What follows belongs to an exercise in optimizing a design on an open flow for small area; a production flow would make more cautious choices. Only simulation tests tie the RTL to the original design; equivalence was not proved. Power is estimated from default activity; no workload was simulated.

==> inputs of build 77 <==
Design sk_top, start of the top module:
module sk_top(ClkPort, Reset, BtnL, BtnR, BtnD, Sw0, Sw1, Sw2, Sw3, Sw4, Sw5, Sw6, Sw7, hSync, vSync, vgaR, vgaB, vgaG, QuadSpiFlashCS);
==> flow/config.mk <==
export PLATFORM = sky130hd
export DESIGN_NAME = sk_top
export DESIGN_NICKNAME = sk_top
export VERILOG_FILES = /design/flow/design.v
export SDC_FILE = /design/flow/constraint.sdc
export NUM_CORES = 4
export LEC_CHECK = 0
export CAP_MARGIN = 20
export CORE_MARGIN = 2
export CORE_UTILIZATION = 40
export SLEW_MARGIN = 20
==> flow/constraint.sdc <==
create_clock -name core_clock -period 10.0 [get_ports {ClkPort}]
set_input_delay 2.0000 -clock core_clock [delete_from_list [all_inputs] [get_ports {ClkPort}]]
set_output_delay 2.0000 -clock core_clock [all_outputs]
set_load 0.01 [all_outputs]
standard.sh (not shown) runs the stock make flow with config.mk's settings and CLKGATE_MAP_FILE= SYNTH_SCRIPT=/design/flow/synth_recipe.tcl, a recipe that flattens the netlist after the stock synthesis.
==> flow/flow/run.sh <==
#!/bin/bash
# The standard layout (standard.sh), with these changes:
#  - synthesis: the standard flow's synthesis script, except that ABC maps the logic
#    with an area-oriented script (flow/synth_area.tcl, flow/area.abc);
#    flip-flop mapping, flattening and register names are unchanged
#  - clock tree: clkbuf_4 buffers, sink clusters of up to 12 within 40 um,
#    no dummy loads
#  - port buffers: the smallest buffer cell (every port is still buffered)
# Each tool writes its full log under orfs/logs/ (ORFS's per-step logs);
# make's own output goes to standard.log.
set -euo pipefail
here=$(pwd)
bash standard.sh \
  SYNTH_SCRIPT="$here/flow/synth_area.tcl" \
  CTS_ARGS="-sink_clustering_enable -repair_clock_nets -dont_use_dummy_load -buf_list sky130_fd_sc_hd__clkbuf_4 -sink_clustering_size 12 -sink_clustering_max_diameter 40" \
  BUFFER_PORTS_ARGS="-inputs -outputs -buffer_cell sky130_fd_sc_hd__buf_1" \
  finish > standard.log 2>&1
==> flow/flow/area.abc <==
strash
dch -f
amap -m
strash
dch -f
amap -m
topo
dnsize -c
==> flow/flow/synth_area.tcl <==
# The standard flow's synthesis (synth_recipe.tcl) with one change: ABC maps the logic
# with the area-oriented script area.abc (next to this file) instead of
# ORFS's. Flip-flop mapping, flattening and naming are unchanged.
set area_abc_script [file join [file dirname [file normalize [info script]]] area.abc]
proc synth {args} { yosys synth -nofsm -noshare {*}$args }
proc abc {args} {
  set i [lsearch -exact $args -script]
  if { $i >= 0 } {
    lset args [expr { $i + 1 }] $::area_abc_script
  }
  yosys abc {*}$args
}
source $::env(SCRIPTS_DIR)/synth.tcl
# left out here: clear keep_hierarchy, flatten, clean up, hide names made inside functions, write 1_2_yosys.v
==> inputs of trial 25, as changes to build 77 <==
==> flow/flow/run.sh (replaced) <==
#!/bin/bash
# The standard layout (standard.sh), with these changes:
#  - synthesis: the standard flow's synthesis script, except that ABC maps the logic
#    with an area-oriented script (flow/synth_area.tcl, flow/area.abc);
#    flip-flop mapping, flattening and register names are unchanged
#  - clock tree: clkbuf_8 buffers, sink clusters of up to 16 within 50 um,
#    no dummy loads
#  - port buffers: the smallest buffer cell (every port is still buffered)
# Each tool writes its full log under orfs/logs/ (ORFS's per-step logs);
# make's own output goes to standard.log.
set -euo pipefail
here=$(pwd)
bash standard.sh \
  SYNTH_SCRIPT="$here/flow/synth_area.tcl" \
  CTS_ARGS="-sink_clustering_enable -repair_clock_nets -dont_use_dummy_load -buf_list sky130_fd_sc_hd__clkbuf_8 -sink_clustering_size 16 -sink_clustering_max_diameter 50" \
  BUFFER_PORTS_ARGS="-inputs -outputs -buffer_cell sky130_fd_sc_hd__buf_1" \
  finish > standard.log 2>&1
==> inputs of build 57, as changes to build 77 <==
--- a/flow/flow/run.sh
+++ b/flow/flow/run.sh
@@ -3,7 +3,7 @@
 #  - synthesis: the standard flow's synthesis script, except that ABC maps the logic
 #    with an area-oriented script (flow/synth_area.tcl, flow/area.abc);
 #    flip-flop mapping, flattening and register names are unchanged
-#  - clock tree: clkbuf_4 buffers, sink clusters of up to 12 within 40 um,
+#  - clock tree: clkbuf_8 buffers, sink clusters of up to 16 within 50 um,
 #    no dummy loads
 #  - port buffers: the smallest buffer cell (every port is still buffered)
 # Each tool writes its full log under orfs/logs/ (ORFS's per-step logs);
==> metrics.md <==
| Metric | Value |
|---|---|
| Rel. slew slack | 40.28% |
| H-tree depth | 2 |
| Final period utilization | 71.18% |
| Status | finished clean |
| Non-filler cells, final | 1643 |
| Power Total | 1748 uW |
| Worst skew pair latency | 680 ps |
| Power density over cell area | 151.7 nW/um2 |
| Clock power share | 26.1% |
# the run above: build 57

==> metrics.md <==
| Metric | Value |
|---|---|
| Rel. slew slack | 40.28% |
| Power Total | 1748 uW |
| PostCTS Resize Cnt | 0 |
| Reg clk slew, reported paths | 120 ps |
| Non-filler cells, final | 1643 |
| Final period utilization | 71.18% |
| Status | finished clean |
| Commonest non-fill, non-tap cell in the layout | nor2_1 |
| CTS Buffer Depth | 3 |
| Power density over cell area | 151.7 nW/um2 |
| Clock power share | 26.1% |
| Worst skew pair latency | 680 ps |
| H-tree depth | 2 |
# the run above: build 77

==> metrics.md <==
| Metric | Value |
|---|---|
| Power density over cell area | 157.0 nW/um2 |
| FMAX | 0.1397 GHz |
| Power Total | 1825 uW |
| Status | finished clean |
| Synthesized area | 10650 um2 |
| M3 GR Usage | 2.813% |
| Clock power share | 29.1% |
| Rel. slew slack | 41.73% |
| GRT Residual Overflow | 0 |
| Top cell type by total area after synthesis | dfxtp_1 |
| Fin nets | 1402 |
# the run above: trial 25

static timing again, ports no longer ideal:
Ports are ideal in the flow. The routed layouts listed here were re-timed in OpenROAD. Step 1 (the two cells are an assumption about what drives the block):
set clk [get_ports {ClkPort}]
set_driving_cell -lib_cell sky130_fd_sc_hd__clkbuf_16 $clk
set_driving_cell -lib_cell sky130_fd_sc_hd__buf_2 [delete_from_list [all_inputs] $clk]
Step 2 also shifts input and output timing later by t, the mid clock arrival at the registers, as if the neighbouring blocks saw the same clock. Three values: no drivers, after step 1, after step 2; two values: the first two.
run | t, ns | setup slack, ns | worst setup path after step 2 | clock arrival spread, ns | pins driven straight from the clock port
build 77 | 0.672 | 2.882 / 2.882 / 2.882 | register to register | 0.100 / 0.101 | 1
trial 25 | 0.603 | 2.843 / 2.843 / 2.843 | register to register | 0.071 / 0.071 | 1
build 57 | 0.672 | 2.882 / 2.882 / 2.882 | register to register | 0.100 / 0.101 | 1
After both steps setup and hold are still met in every run listed.
